Background: an optimization exercise with open tools, aiming at small area and a short achievable clock period. Do not read the settings as production practice. Only simulation tests tie the RTL to the original design; equivalence was not proved. Power is estimated from default activity; no workload was simulated.

==> flow/design.v (outline; a module is shown in full before it is edited, if it fits) <==
// module fpm: 2905 lines
// module fadd: 4 lines
// module bsel: 5 lines
// module ao22: 3 lines
// module hadd: 4 lines
module fpm(
    input [32:1] a,
    input [32:1] b,
    input clk,
    input rst,
    input in_valid,
    output [32:1] c,
    output out_valid
    );
  // ...
==> flow/flow/run.sh <==
#!/bin/bash
set -euo pipefail
export BUFFER_PORTS_ARGS="-buffer_cell sky130_fd_sc_hd__buf_2"
bash standard.sh > standard.log 2>&1
==> flow/standard.sh <==
#!/bin/bash
# synth_recipe.tcl (not shown) runs the flow's synth.tcl, then flattens the netlist and writes it again
# the make line also repeats each setting of config.mk as NAME=value (left out here)
make -C /OpenROAD-flow-scripts/flow DESIGN_CONFIG=/design/flow/config.mk WORK_HOME=/design/flow/orfs CLKGATE_MAP_FILE= SYNTH_SCRIPT=/design/flow/synth_recipe.tcl "${@:-finish}"
==> flow/config.mk <==
export PLATFORM = sky130hd
export DESIGN_NAME = fpm
export DESIGN_NICKNAME = fpm
export VERILOG_FILES = /design/flow/design.v
export SDC_FILE = /design/flow/constraint.sdc
export NUM_CORES = 4
export LEC_CHECK = 0
export CAP_MARGIN = 50
export CORE_MARGIN = 2
export CORE_UTILIZATION = 60
export CTS_BUF_LIST = sky130_fd_sc_hd__clkbuf_8
export CTS_CLUSTER_DIAMETER = 50
export CTS_CLUSTER_SIZE = 18
export SETUP_SLACK_MARGIN = 2.4
export SLEW_MARGIN = 70
export SYNTH_HIERARCHICAL = 1
export SYNTH_MINIMUM_KEEP_SIZE = 0
export TNS_END_PERCENT = 0
==> flow/constraint.sdc <==
create_clock -name core_clock -period 5.0 [get_ports {clk}]
set_input_delay 1.0000 -clock core_clock [delete_from_list [all_inputs] [get_ports {clk}]]
set_output_delay 1.0000 -clock core_clock [all_outputs]
set_load 0.01 [all_outputs]
==> run notes, run 1 <==
Setup crit end q1_s503$_DFF_P_; antenna violations before repair 3; grt met3 use 0.0855; top cell type by total area after synthesis dfxtp_1; Cell Area, Synth roughly 0.02 sq mm; Post-synth EDFFs 0; GR Util met1 0.443; crit-path max cell delay 0.48 ns; Placed Instances 2291; Leading power group combinational cells; peak supply drop roughly 430 uV; CP arrival around 3.3 ns; Synth Register Bits about 280; Final Non-Filler Cells around 2.4k; Pint between 8000 and 9000 uW; largest class multi-input combinational cells; Multi-input gate area roughly 0.015 sq mm; design area 0.0233 sq mm; Post-Synth Adder-Cell Area 0.327; # DRC 0; Mapped Cells 1694; Die Footprint 0.0343 sq mm; run status finished clean; switching part of the total 0.425; critical-path cell list buf_4, nand2b_4, o21ai_4, buf_4, a22o_1, xor2_1, fa_2, fa_2, fa_1; maxcap violations 0; Setup crit start b[11]; simple-gate area share of the yosys netlist 0.0582; clk sink count about 280
==> run 2, diff against run 1 <==
--- a/flow/config.mk
+++ b/flow/config.mk
@@ -17,2 +17,2 @@
 export SYNTH_MINIMUM_KEEP_SIZE = 0
-export TNS_END_PERCENT = 0
+export TNS_END_PERCENT = 15
==> run 2 against run 1 <==
Largest power group unchanged. Die area did not move. Combinational power rose by 6.0%. Via count rose by 5.6%. Sequential cell count did not move. Total power rose by 2.4%. Final area rose by 5.9%. Count of clock-buffer cells in the layout did not move. Worst setup slack improved by 0.054 ns.
==> run notes, run 2 <==
vias after detailed routing roughly 15k; routed vias/inst between 6 and 7; Routed wire per std cell around 24 um; WL met2 roughly 28000 um; count of cell types in the netlist 57; drt first pass iters 8; CP arrival 3.34 ns (+0.04 ns); Total GRT Usage 0.350; Starting Density 0.607; Fillers between 2k and 2.5k; Post-Synth XOR/XNOR Area 0.139; register area 0.00568 sq mm; Post-synth EDFFs 0 (unchanged); Final Hold Fails 0; final core utilization 0.761; run status finished clean; syn_area_per_cell about 12 sq um; share of cells above drive strength 1 0.258; first-pass GRT wire length between 90000 and 100000 um; Worst Hold Class flip-flop to flip-flop; largest net degree at the start of global routing 28; fin crit share 0.549; final global-route overflow total 0; mux cell area share after synthesis 0.00153; CP required 5.59 ns; io pins 100; Post-Route WL between 60000 and 70000 um; cts hold-fix bufs 0; endpoint class of the critical path flip-flop; fin crit period between 2 and 3 ns; Max stage delay cell, worst path fa_2; max reg flops 32; top cell type by total area after synthesis dfxtp_1; Worst Clk Skew around 0.021 ns; sequential element share of the synthesized area 0.288; simple-gate area share of the yosys netlist 0.0582 (unchanged); Area Growth Syn to Fin 25.5%; PortBufs a little under 100; area share of the largest cell type after synthesis 0.288; Synth async-reset ratio 0; Largest regs q_c: 32 flops, vld: 3 flops; DP HPWL between 30000 and 40000 um; Post-Synth Adder-Cell Area 0.327 (unchanged); Worst-Skew Late Latency between 0.6 and 0.7 ns; # DRC 0 (unchanged); unrepaired setup endpoints after global routing yes; CTS max path bufs 3; top sig layer met5; htree depth 1; number of global-route vias before repair about 16k; setup_tns 0 ns; Final Max Slew Viols 0; DRT iter0 DRCs 1542; Die Footprint 0.0343 sq mm (unchanged); clk sink count 283 (unchanged); pwr/cell area ~600 mW/mm^2; Leak about 0.011 uW; commonest non-fill, non-tap cell in the layout dfxtp_1; Std-Cell Core Area between 0.03 and 0.04 sq mm; crit-path max FO 24; post-route ant nets 0; final setup fails 0; peak supply drop 555 uV (+29%); top_reg_cell synth dfxtp_1; Compound-Gate Fraction of Synth Area 0.169; Mapped Cells 1694 (unchanged); Final Net Count 2428; CTS tree yes; Die Width about 190 um; Final Power 14700 uW; most used cell, CP fa_2; Biggest register q_c; most frequent cells in the layout 274 x dfxtp_1, 262 x a22o_1, 256 x xor2_1, 208 x fa_1, 122 x buf_4; maxcap violations 0 (unchanged); Ys Warns 7; met3 routed WL ~6400 um; Crit Path Category input port to flip-flop; row count 66; most frequent cells after synthesis 285 x xor2_1, 283 x dfxtp_1, 264 x a22o_1, 253 x fa_1, 109 x ha_1; Synth Register Bits 283 (unchanged); met1 wire length roughly 23000 um; antenna violations before repair 1 (-2); CTS root buffer clkbuf_8; cts bufs inserted 31; Cell Area, Synth 0.0197 sq mm (unchanged); die height between 150 and 200 um; Critical Path Start Type input port; crit-path max cell delay 0.52 ns (+0.04 ns); Reg clk slew, reported paths 0.10 ns; Multi-input gate area 0.0149 sq mm (+2.5%); GP Congestion roughly 0.86; fmax approximately 360 MHz; most common cell in the netlist xor2_1; critical-path cell list buf_4, inv_4, nand3_1, a32o_1, fa_1, fa_2, fa_2; largest family of logic cells by synthesized area adder cells; Area contributors post-synth dfxtp_1 29%, fa_1 26%, xor2_1 13%
-- run 2: cells by family after synthesis --
| logic type | Yosys count |
|---|---|
| simple gates | 229 |
| mux | 3 |
| fa+ha+maj | 362 |
| other cells | 1 |
| xor+xnor | 313 |
| buf+inv | 86 |
| compound gates | 417 |
| flops | 283 |
-- run 2: worst max-delay path, delay by kind of cell --
family / cells / cell delay (ns)
compound gates: 1 / 0.34
buf+inv: 2 / 0.45
fa+ha+maj: 3 / 1.40
simple gates: 1 / 0.15
-- run 2: Yosys stat by module, one instance, submodules excluded --
| module | cell area (sq um) | copies in the design | flip-flops and latches |
|---|---|---|---|
| bsel | 8.76 | 264 | 0 |
| ao22 | 8.76 | 264 | 0 |
| fpm | 9610 | 1 | 283 |
| fadd | 20.0 | 251 | 0 |
| hadd | 12.5 | 34 | 0 |
-- run 2: final timing paths --
| kind | from | end | slack, ns | cells after the start |
|---|---|---|---|---|
| worst max-delay path | a[23] | q1_s843$_DFF_P_ | 2.25 | 7 |
| worst min-delay path | q1_s933$_DFF_P_ | q2_s933$_DFF_P_ | 0.32 | 0 |
| worst max register to register | q2_s611$_DFF_P_ | q_c[8]$_SDFF_PP0_ | 2.28 | 12 |
| worst min register to register | q1_s933$_DFF_P_ | q2_s933$_DFF_P_ | 0.32 | 0 |
-- run 2: area by class of cell --
class	instances	share of cell area
multi-input combinational	1352	0.603
clock buffer	32	0.0178
tap	442	0.0224
clock inverter	26	0.0120
sequential	283	0.230
timing repair buffer	269	0.104
inverter	62	0.0103
antenna	1	0.000101
-- run 2: power breakdown --
group | internal (uW) | switching (uW)
clock network | 740 | 1000
logic | 4190 | 4770
registers | 3450 | 497
total | 8390 | 6270
-- run 2: per-layer routing --
layer,vias up,track usage
li1,6605,-
met1,7775,0.452
met2,915,0.564
met3,189,0.0883
met4,2,0.142
met5,-,0
-- run 2: stage by stage --
| step | hold WS (ns) | area, sq um | instances | worst slack [ns] |
|---|---|---|---|---|
| after global placement | 0.311 | 21500 | 2266 | 1.07 |
| after CTS | 0.319 | 24100 | 2440 | 2.29 |
| after detailed placement | 0.312 | 21800 | 2299 | 1.15 |
| after global routing | 0.322 | 24700 | 2466 | 2.22 |
| final | 0.320 | 24700 | 2467 | 2.25 |
| after floorplan | 0.310 | 20500 | 1716 | 1.76 |
-- run 2: timing repair --
item | 4_1_cts | 5_1_grt
cloned | 8 | 3
resized for setup | 187 | 74
setup buffers | 75 | 22
pin swaps | 73 | 46
setup endpoints to repair | 167 | 102
endpoints found under the hold margin | 0 | 0
==> run 3, diff against run 2 <==
--- a/flow/config.mk
+++ b/flow/config.mk
@@ -13,3 +13,3 @@
 export CTS_CLUSTER_SIZE = 18
-export SETUP_SLACK_MARGIN = 2.4
+export SETUP_SLACK_MARGIN = 2.25
 export SLEW_MARGIN = 70
@@ -17,2 +17,2 @@
 export SYNTH_MINIMUM_KEEP_SIZE = 0
-export TNS_END_PERCENT = 15
+export TNS_END_PERCENT = 0
==> run 3 against run 2 <==
Still clean. Via count decreased by 5.4%. Combinational power down 7.0%. Global-route usage shrank 2.0 points. Sequential power about the same. Register-to-register slack got worse by 0.13 ns.
==> run notes, run 3 <==
Ys Warns 7 (unchanged); count of cell types in the netlist 57 (unchanged); top cell type by total area after synthesis dfxtp_1; share of cells above drive strength 1 0.177 (-0.0814); max reg flops 32 (unchanged); pwr/cell area 616 mW/mm^2 (+3.8%); antenna violations before repair 4 (+3); Synth async-reset ratio 0 (unchanged); Critical Path Start Type input port; io pins 100 (unchanged); CTS root buffer clkbuf_8; Largest regs q_c: 32 flops, vld: 3 flops; commonest non-fill, non-tap cell in the layout dfxtp_1; CP arrival 3.38 ns (+0.04 ns); Final Max Slew Viols 0 (unchanged); DP HPWL 39800 um (-0.40%); most frequent cells after synthesis 285 x xor2_1, 283 x dfxtp_1, 264 x a22o_1, 253 x fa_1, 109 x ha_1; Post-synth EDFFs 0 (unchanged); DRT iter0 DRCs 1364 (-12%); Cell Area, Synth 0.0197 sq mm (unchanged); Routed wire per std cell 23.4 um (-4.2%); Reg clk slew, reported paths 0.10 ns (about the same); Std-Cell Core Area 0.0325 sq mm (unchanged); vias after detailed routing 14.7k (-5.4%); fmax 349 MHz (-4.3%); PortBufs 99 (unchanged); Mapped Cells 1694 (unchanged); CTS tree yes; CTS max path bufs 3 (unchanged); Die Footprint 0.0343 sq mm (unchanged); peak supply drop 425 uV (-23%); syn_area_per_cell 11.6 sq um (unchanged); # DRC 0 (unchanged); Post-Route WL 55600 um (-7.8%); design area 0.0230 sq mm (-6.8%); cts bufs inserted 31 (unchanged); first-pass GRT wire length 85000 um (-5.8%); endpoint class of the critical path flip-flop; Worst Clk Skew 0.0486 ns (+0.0276 ns); Placed Instances 2291 (-0.35%); fin crit period 2.87 ns (+0.122 ns); die height 185 um (unchanged); maxcap violations 0 (unchanged); Final Hold Fails 0 (unchanged); area share of the largest cell type after synthesis 0.288 (unchanged); clk sink count 283 (unchanged); setup_tns 0 ns (unchanged); Area Growth Syn to Fin 17.0%; routed vias/inst 6.17 (-1.7%); Synth Register Bits 283 (unchanged); most common cell in the netlist xor2_1; crit-path max FO 9 (-63%); run status finished clean; Starting Density 0.607 (unchanged); largest net degree at the start of global routing 28 (unchanged); CP required 5.51 ns (-0.08 ns); row count 66 (unchanged); diodes inserted 0 (-1); fin crit share 0.574 (+0.0244); final setup fails 0 (unchanged); Final Power 14200 uW (-3.2%); unrepaired setup endpoints after global routing yes; Leak 0.0101 uW (-6.1%); post-route ant nets 0 (unchanged); Crit Path Category input port to flip-flop; GP Congestion 0.933 (+8.5%); Final Non-Filler Cells 2374 (-3.8%); most frequent cells in the layout 282 x dfxtp_1, 275 x xor2_1, 264 x a22o_1, 226 x fa_1, 105 x ha_1; Worst-Skew Late Latency 0.67 ns (+0.03 ns); Total GRT Usage 0.329 (-0.0204); Worst Hold Class flip-flop to flip-flop; Area contributors post-synth dfxtp_1 29%, fa_1 26%, xor2_1 13%; Die Width 185 um (unchanged); htree depth 1 (unchanged); Final Net Count 2336 (-3.8%); top_reg_cell synth dfxtp_1; final global-route overflow total 0 (unchanged); dpl cell area 0.0217 sq mm (-0.63%); Biggest register q_c; number of global-route vias before repair 14.7k (-7.1%); drt first pass iters 5 (-3); sequential element share of the synthesized area 0.288 (unchanged)
-- run 3: cell counts after synthesis --
No cell type changed its count.
-- run 3: through the flow --
stage               utilization  hold WS [ns]  setup slack (ns)
finish                    0.710         0.320              2.13
global route              0.710         0.311              2.07
detailed placement        0.669         0.312              1.18
global placement          0.660         0.311              1.13
floorplan                     -         0.310              1.76
CTS                       0.706         0.320              2.20
-- run 3: modules after synthesis, one instance, submodules excluded --
| module | flops+latches | area, sq um | times used |
|---|---|---|---|
| fpm | 283 | 9610 | 1 |
| fadd | 0 | 20.0 | 251 |
| bsel | 0 | 8.76 | 264 |
| ao22 | 0 | 8.76 | 264 |
| hadd | 0 | 12.5 | 34 |
-- run 3: logic make-up after synthesis --
kind of cell,synth area share
AND/OR/NAND/NOR,0.0582
adder cells (fa/ha/maj),0.327
XOR/XNOR,0.139
other,0.000191
multiplexers,0.00153
flip-flops,0.288
AO/OA/AOI/OAI,0.169
buffers and inverters,0.0170
-- run 3: power by group --
part	switching (uW)	internal [uW]	leakage, uW	total [uW]
sequential	474	3450	0.00238	3920
combinational	4520	3820	0.00726	8340
clock	1030	900	0.000410	1930
total	6020	8170	0.0101	14200
-- run 3: repair_timing --
| item | in CTS | in global routing |
|---|---|---|
| hold buffers | 0 | 0 |
| cloned | 2 | 1 |
| endpoints found under the setup margin | 119 | 72 |
| gates resized for setup | 55 | 9 |
| setup buffers | 18 | 4 |
| pin swaps | 14 | 6 |
-- run 3: final timing paths --
path | slack, ns | cells past startpoint | from | end
setup / recovery | 2.13 | 9 | b[8] | q1_s503$_DFF_P_
hold / removal | 0.32 | 0 | q1_w_S0_3$_DFF_P_ | q2_w_S0_3$_DFF_P_
setup reg to reg | 2.15 | 9 | q2_c612$_DFF_P_ | q_c[25]$_SDFF_PP0_
hold reg to reg | 0.32 | 0 | q1_w_S0_3$_DFF_P_ | q2_w_S0_3$_DFF_P_
-- run 3: layout make-up --
type	count	area, sq um
Fill cell	2446	9420
Tap cell	442	553
Sequential cell	283	5670
Inverter	62	233
Timing Repair Buffer	179	1320
Clock buffer	32	440
Clock inverter	26	387
Multi-Input combinational cell	1350	14400
-- run 3: routing by layer --
metal / global-route usage / vias up / part of all wire
met5: 0 / - / 0.0010
met4: 0.146 / 8 / 0.048
met3: 0.0818 / 169 / 0.092
met2: 0.506 / 757 / 0.45
met1: 0.443 / 7291 / 0.40
li1: - / 6425 / -
-- run 3: critical path, stage by stage --
cell and delay (ns):
buf_2 0.16, buf_12 0.16, xor2_4 0.19, buf_6 0.16
a22o_1 0.24, xor2_1 0.16, fa_2 0.39, fa_2 0.42
fa_1 0.48
==> run 4, diff against run 3 <==
--- a/flow/config.mk
+++ b/flow/config.mk
@@ -13,3 +13,3 @@
 export CTS_CLUSTER_SIZE = 18
-export SETUP_SLACK_MARGIN = 2.25
+export SETUP_SLACK_MARGIN = 2.5
 export SLEW_MARGIN = 70
@@ -17,2 +17,2 @@
 export SYNTH_MINIMUM_KEEP_SIZE = 0
-export TNS_END_PERCENT = 0
+export TNS_END_PERCENT = 40
==> run 4 against run 3 <==
Still clean on timing, DRC and antenna. Via count rose by 8.4%. Clock skew is 0.0094 ns lower. Cell count is 6.1% higher. Utilization rose by 9.0 points. First-iteration DRC count grew 7.6%. Area after synthesis unchanged. Total power increased by 9.0%. Clock power down 2%. Critical endpoint is now q1_s441$_DFF_P_. Highest routed layer unchanged.
==> run notes, run 4 <==
setup_tns 0 ns (unchanged); Worst Clk Skew 0.0393 ns (-0.00938 ns); Total GRT Usage 0.364 (+0.0346); Post-Synth Adder-Cell Area 0.327 (unchanged); peak supply drop 428 uV (+0.69%); Final Hold Fails 0 (unchanged); final core utilization 0.800 (+0.0902); top cell type by total area after synthesis dfxtp_1; Area Growth Syn to Fin 31.9%; maxcap violations 0 (unchanged); area share of the largest cell type after synthesis 0.288 (unchanged); count of cell types in the netlist 57 (unchanged); row count 66 (unchanged); Synth Register Bits 283 (unchanged); number of global-route vias before repair 16.3k (+11%); commonest non-fill, non-tap cell in the layout dfxtp_1; Largest regs q_c: 32 flops, vld: 3 flops; post-route ant nets 0 (unchanged); Critical Path Start Type input port; Setup crit start b[4]; CP required 5.49 ns (-0.02 ns); htree depth 2 (+1); Area contributors post-synth dfxtp_1 29%, fa_1 26%, xor2_1 13%; Starting Density 0.607 (unchanged); Die Footprint 0.0343 sq mm (unchanged); fmax 355 MHz (+1.8%); Std-Cell Core Area 0.0325 sq mm (unchanged); Mapped Cells 1694 (unchanged); Buf/Inv on CP 4 (+1); Leak 0.0111 uW (+11%); routed vias/inst 6.30 (+2.1%); drt first pass iters 9 (+4); crit-path max cell delay 0.53 ns (+0.05 ns); mux cell area share after synthesis 0.00153 (unchanged); Compound-Gate Fraction of Synth Area 0.169 (unchanged); final setup margin 2.18 ns (+0.0509 ns); Post-Route WL 63600 um (+14%); largest net degree at the start of global routing 29 (+3.6%); run status finished clean; Reg clk slew, reported paths 0.09 ns (about the same); final global-route overflow total 0 (unchanged); unrepaired setup endpoints after global routing yes; clk sink count 283 (unchanged); PortBufs 99 (unchanged); Critical R2R Launch q2_c726$_DFF_P_; Die Width 185 um (unchanged); Final Net Count 2483 (+6.3%); Ys Warns 7 (unchanged); cell family with most CP delay adder cells; critical-path cell list buf_12, inv_4, nand3_2, o21ai_4, buf_6, buf_6, a22o_4, xor2_2, fa_2, fa_2, fa_2; Post-Synth XOR/XNOR Area 0.139 (unchanged); largest family of logic cells by synthesized area adder cells; CTS root buffer clkbuf_8; endpoint class of the critical path flip-flop; top_reg_cell synth dfxtp_1; Max stage delay cell, worst path fa_2; share of cells above drive strength 1 0.329 (+0.152); Biggest register q_c; Final Max Slew Viols 0 (unchanged); DRT iter0 DRCs 1467 (+7.6%); syn_area_per_cell 11.6 sq um (unchanged); most used cell, CP fa_2; io pins 100 (unchanged); Synth async-reset ratio 0 (unchanged); Worst-Skew Late Latency 0.58 ns (-0.09 ns); most frequent cells after synthesis 285 x xor2_1, 283 x dfxtp_1, 264 x a22o_1, 253 x fa_1, 109 x ha_1; crit-path max FO 5 (-4); Fin Hold WS 0.325 ns (+0.00489 ns); Fillers 1946 (-20%); fin crit share 0.563 (-0.0102); simple-gate area share of the yosys netlist 0.0582 (unchanged); cts hold-fix bufs 0 (unchanged); CP arrival 3.30 ns (-0.08 ns); Crit Path Category input port to flip-flop; pwr/cell area 596 mW/mm^2 (-3.3%); CTS max path bufs 3 (unchanged); Post-synth EDFFs 0 (unchanged); most common cell in the netlist xor2_1; Worst Hold Class flip-flop to flip-flop; most frequent cells in the layout 275 x dfxtp_1, 255 x a22o_1, 236 x xor2_1, 161 x fa_1, 151 x buf_4; DP HPWL 40000 um (+0.30%); first-pass GRT wire length 93400 um (+9.9%); cts bufs inserted 35 (+13%); vias after detailed routing 15.9k (+8.4%); Worst Hold Launch q1_w_S0_5$_DFF_P_; antenna violations before repair 1 (-3); final setup fails 0 (unchanged); max reg flops 32 (unchanged); CTS tree yes; pre-CTS WS 1.08 ns (-0.0988 ns); GP Congestion 0.878 (-5.9%); Routed wire per std cell 25.3 um (+7.8%); die height 185 um (unchanged); fin crit period 2.82 ns (-0.0509 ns); Cell Area, Synth 0.0197 sq mm (unchanged); sequential element share of the synthesized area 0.288 (unchanged); # DRC 0 (unchanged)
## run 4: worst paths after layout
| kind | endpoint | slack [ns] | depth (start not counted) |
|---|---|---|---|
| worst min register to register | q2_w_S0_5$_DFF_P_ | 0.33 | 0 |
| worst max register to register | q_c[0]$_SDFF_PP0_ | 2.23 | 11 |
| worst min-delay path | q2_w_S0_5$_DFF_P_ | 0.33 | 0 |
| worst max-delay path | q1_s441$_DFF_P_ | 2.18 | 11 |
## run 4: through the flow
| step | cells | area (sq um) | power [uW] |
|---|---|---|---|
| after floorplan | 1716 | 20600 | 9390 |
| after global placement | 2259 | 21500 | 11600 |
| after detailed placement | 2296 | 21900 | 11900 |
| after CTS | 2475 | 25000 | 14900 |
| after global routing | 2518 | 26000 | 16900 |
| final | 2519 | 26000 | 15500 |
## run 4: layout make-up
type                    instances  area (sq um)  share of cell area
diodes                          1          2.50           0.0000964
clock buffers                  35           482              0.0186
clock inverters                24           313              0.0120
inverters                      62           265              0.0102
multi-input cells            1351         15500               0.597
flip-flops and latches        283          5680               0.219
well taps                     442           553              0.0213
repair buffers                321          3170               0.122
## run 4: metal layers
| layer | track usage | share of wire | up-vias |
|---|---|---|---|
| met2 | 0.573 | 0.46 | 1046 |
| met4 | 0.166 | 0.054 | 2 |
| met3 | 0.0995 | 0.11 | 308 |
| met1 | 0.471 | 0.38 | 7814 |
| met5 | 0 | 0.00088 | - |
| li1 | - | - | 6705 |
## run 4: timing repair
item,CTS,global route
setup endpoints to repair,178,153
cloned,11,2
buffers inserted,109,41
pin swaps,122,69
resized for setup,254,124
## run 4: logic make-up (layout without fill, tap and decap cells)
logic type / count (synthesis) / count (layout)
AO/OA/AOI/OAI: 417 / 417
XOR/XNOR: 313 / 313
adder cells (fa/ha/maj): 362 / 362
buffers and inverters: 86 / 442
flip-flops: 283 / 283
multiplexers: 3 / 3
other: 1 / 24
AND/OR/NAND/NOR: 229 / 233
## run 4: per-module statistics from Yosys, one instance, submodules excluded
module  copies in the design  cells inside  flip-flops and latches  cell area (sq um)
fpm                        1           881                     283               9610
bsel                     264             1                       0               8.76
ao22                     264             1                       0               8.76
hadd                      34             1                       0               12.5
fadd                     251             1                       0               20.0
## run 4: power breakdown
part           internal [uW]  total, uW  switching (uW)
sequential              3450       3970             520
clock                    891       1890            1000
combinational           4560       9600            5040
==> run 5, diff against run 4 <==
--- a/flow/config.mk
+++ b/flow/config.mk
@@ -7,3 +7,3 @@
 export LEC_CHECK = 0
-export CAP_MARGIN = 50
+export CAP_MARGIN = 20
 export CORE_MARGIN = 2
@@ -13,6 +13,6 @@
 export CTS_CLUSTER_SIZE = 18
-export SETUP_SLACK_MARGIN = 2.5
-export SLEW_MARGIN = 70
+export SETUP_SLACK_MARGIN = 2.7
+export SLEW_MARGIN = 30
 export SYNTH_HIERARCHICAL = 1
 export SYNTH_MINIMUM_KEEP_SIZE = 0
-export TNS_END_PERCENT = 40
+export TNS_END_PERCENT = 0
==> run 5 against run 4 <==
Still clean. Final area is 8.6% lower. Non-clock buffer count is 113 lower. Combinational power is 11% lower. Sequential share of layout area is 2.0 points higher. Sequential cell count stayed put. Synthesized cell count stayed put. Clock power is 3% lower. Fmax is 0.37% lower. Cell count is 4.1% lower.
==> run notes, run 5 <==
Reg clk slew, reported paths 0.09 ns (about the same); PortBufs 99 (unchanged); CP arrival 3.28 ns (-0.02 ns); CTS root buffer clkbuf_8; endpoint class of the critical path flip-flop; setup_tns 0 ns (unchanged); share of cells above drive strength 1 0.206 (-0.123); peak supply drop 435 uV (+1.8%); vias after detailed routing 15.1k (-5.2%); final global-route overflow total 0 (unchanged); Comb pwr share 0.595 (-0.026); Post-Route WL 59500 um (-6.4%); diodes inserted 0 (-1); met1 wire length 23300 um (-3.7%); Worst-Skew Late Latency 0.59 ns (about the same); syn_area_per_cell 11.6 sq um (unchanged); Crit Path Category input port to flip-flop; dpl cell area 0.0214 sq mm (-2.3%); Pint 8150 uW (-8.6%); # DRC 0 (unchanged); Leak 0.0103 uW (-7.5%); most frequent cells in the layout 281 x dfxtp_1, 271 x xor2_1, 263 x a22o_1, 223 x fa_1, 102 x ha_1; final setup fails 0 (unchanged); top_reg_cell synth dfxtp_1; CP required 5.46 ns (-0.03 ns); routed vias/inst 6.23 (-1.1%); drt first pass iters 6 (-3); Worst Hold Class flip-flop to flip-flop; largest net degree at the start of global routing 29 (unchanged); max reg flops 32 (unchanged); antenna violations before repair 2 (+1); maxcap violations 0 (unchanged); fmax 354 MHz (-0.37%); Max-slew headroom 0.478; clk sink count 283 (unchanged); cts bufs inserted 35 (unchanged); Multi-input gate area 0.0147 sq mm (-5.0%); Cell Area, Synth 0.0197 sq mm (unchanged); Area Growth Syn to Fin 20.6%; unrepaired setup endpoints after global routing yes; fin crit share 0.565 (+0.00210); design area 0.0237 sq mm (-8.6%); Clock power frac 0.128 (+0.006); Starting Density 0.607 (unchanged); die height 185 um (unchanged); Die Footprint 0.0343 sq mm (unchanged); fin crit period 2.83 ns (+0.0105 ns); sequential element share of the synthesized area 0.288 (unchanged); NetSw 6140 uW (-6.5%); cts hold-fix bufs 0 (unchanged); Synth async-reset ratio 0 (unchanged); count of cell types in the netlist 57 (unchanged); met3 routed WL 6410 um (-7.9%); switching part of the total 0.430 (+0.00543); io pins 100 (unchanged); Worst Clk Skew 0.0272 ns (-0.0121 ns); Final Max Slew Viols 0 (unchanged); post-route ant nets 0 (unchanged); htree depth 2 (unchanged); area share of the largest cell type after synthesis 0.288 (unchanged); Biggest register q_c; most common cell in the netlist xor2_1; Std-Cell Core Area 0.0325 sq mm (unchanged); commonest non-fill, non-tap cell in the layout dfxtp_1; crit-path max FO 11 (+6); register area 0.00567 sq mm (-0.13%); Final Power 14300 uW (-7.7%); Routed wire per std cell 24.6 um (-2.4%); most frequent cells after synthesis 285 x xor2_1, 283 x dfxtp_1, 264 x a22o_1, 253 x fa_1, 109 x ha_1; Die Width 185 um (unchanged); row count 66 (unchanged); WL met2 27200 um (-6.5%); Mapped Cells 1694 (unchanged); Ys Warns 7 (unchanged); Reg power frac 0.276 (+0.019); Worst-Margin Slew just under 0.8 ns; GP Congestion 0.933 (+6.3%); Critical Path Start Type input port; Final Hold Fails 0 (unchanged); CTS max path bufs 3 (unchanged); Area contributors post-synth dfxtp_1 29%, fa_1 26%, xor2_1 13%; number of global-route vias before repair 15.3k (-5.8%); Synth Register Bits 283 (unchanged); Fillers 2354 (+21%); Total GRT Usage 0.355 (-0.00855); run status finished clean; top sig layer met5; pwr/cell area 602 mW/mm^2 (+0.97%); DRT iter0 DRCs 1904 (+30%); Final Net Count 2377 (-4.3%); first-pass GRT wire length 90800 um (-2.8%); CTS tree yes; DP HPWL 38900 um (-2.5%); Fin Hold WS 0.322 ns (-0.00367 ns); Largest regs q_c: 32 flops, vld: 3 flops; top cell type by total area after synthesis dfxtp_1; Post-synth EDFFs 0 (unchanged)
-- run 5: per-layer routing --
metal	vias up	GRT usage
met5	-	0
met4	4	0.152
li1	6536	-
met1	7458	0.472
met2	861	0.550
met3	198	0.0956
-- run 5: timing repair --
item                       4_1_cts  5_1_grt
buffers inserted                71        1
setup endpoints to repair      204      191
gates cloned                    13        0
pin swaps                       56        2
resized for setup              155        1
-- run 5: logic make-up (layout without fill, tap and decap cells) --
family | count (synthesis) | in the layout | share of synthesized area
flops | 283 | 283 | 0.288
other cells | 1 | 23 | 0.000191
mux | 3 | 3 | 0.00153
simple gates | 229 | 234 | 0.0582
xor+xnor | 313 | 315 | 0.139
compound gates | 417 | 421 | 0.169
buf+inv | 86 | 333 | 0.0170
fa+ha+maj | 362 | 362 | 0.327
-- run 5: through the flow --
step                       util  instances  setup slack, ns
after floorplan               -       1716             1.76
after global placement    0.660       2268             1.13
after detailed placement  0.660       2268             1.09
after CTS                 0.731       2415             2.28
after global routing      0.731       2416             2.11
final                     0.731       2416             2.17
-- run 5: critical path: stages --
cell	delay (ns)
buf_2	0.18
nand2b_4	0.22
o21ai_4	0.48
a22o_1	0.22
xor2_1	0.23
fa_1	0.50
fa_1	0.46
-- run 5: path summary, 6_finish.rpt --
path / start / endpoint / slack [ns] / depth (start not counted)
max: b[19] / q1_s777$_DFF_P_ / 2.17 / 7
min: q1_w_S0_3$_DFF_P_ / q2_w_S0_3$_DFF_P_ / 0.32 / 0
max reg2reg: q2_c590$_DFF_P_ / q_c[25]$_SDFF_PP0_ / 2.19 / 10
min reg2reg: q1_w_S0_3$_DFF_P_ / q2_w_S0_3$_DFF_P_ / 0.32 / 0
-- run 5: power by group through the flow --
stage	clock network, uW	registers (uW)	logic [uW]
final	1830	3940	8500
after global routing	1970	4050	9610
after CTS	1880	3950	8510
after detailed placement	0	3980	7860
after global placement	0	3950	7560
after floorplan	0	3910	5420
-- run 5: area by class of cell --
| type | instances | area share |
|---|---|---|
| timing repair buffer | 208 | 0.0739 |
| tap | 442 | 0.0233 |
| inverter | 62 | 0.0104 |
| clock buffer | 37 | 0.0215 |
| sequential | 283 | 0.239 |
| clock inverter | 26 | 0.0115 |
| multi-input combinational | 1358 | 0.621 |
-- run 5: modules after synthesis (local to each module, per instance) --
module,cell area (sq um),flip-flops and latches
hadd,12.5,0
fpm,9610,283
fadd,20.0,0
ao22,8.76,0
bsel,8.76,0

==> re-timing with driven ports <==
The results above use ideal ports. As a check the final layouts listed here were re-extracted and re-timed, cells and wires unchanged.
Step 1: set_driving_cell puts a clkbuf_16 on clk and a buf_2 on each other input, an assumption about the parent block.
Step 2 moves the port delays by t, midway between the first and last clock arrival at a register: inputs arrive t later, outputs are due t later. That takes back most of the time a late clock gives input paths.
Three values: ideal, step 1, step 2; two values: the first two.
| run | t (ns) | setup WS [ns] | clock arrival spread, ns | worst slew at a driven data input, ns |
|---|---|---|---|---|
| run 1 | 0.691 | 2.200 / 2.096 / 1.406 | 0.047 / 0.047 | 0.17 |
| run 2 | 0.688 | 2.254 / 2.169 / 1.482 | 0.022 / 0.021 | 0.19 |
| run 3 | 0.694 | 2.132 / 2.065 / 1.371 | 0.050 / 0.050 | 0.16 |
| run 4 | 0.609 | 2.183 / 2.075 / 1.465 | 0.045 / 0.045 | 0.19 |
| run 5 | 0.625 | 2.173 / 2.114 / 1.490 | 0.031 / 0.031 | 0.20 |
After both steps setup and hold are still met in every run listed. For run 1, which loses most, drivers alone change the setup slack by -0.104 ns; drivers and shift together by -0.794 ns.
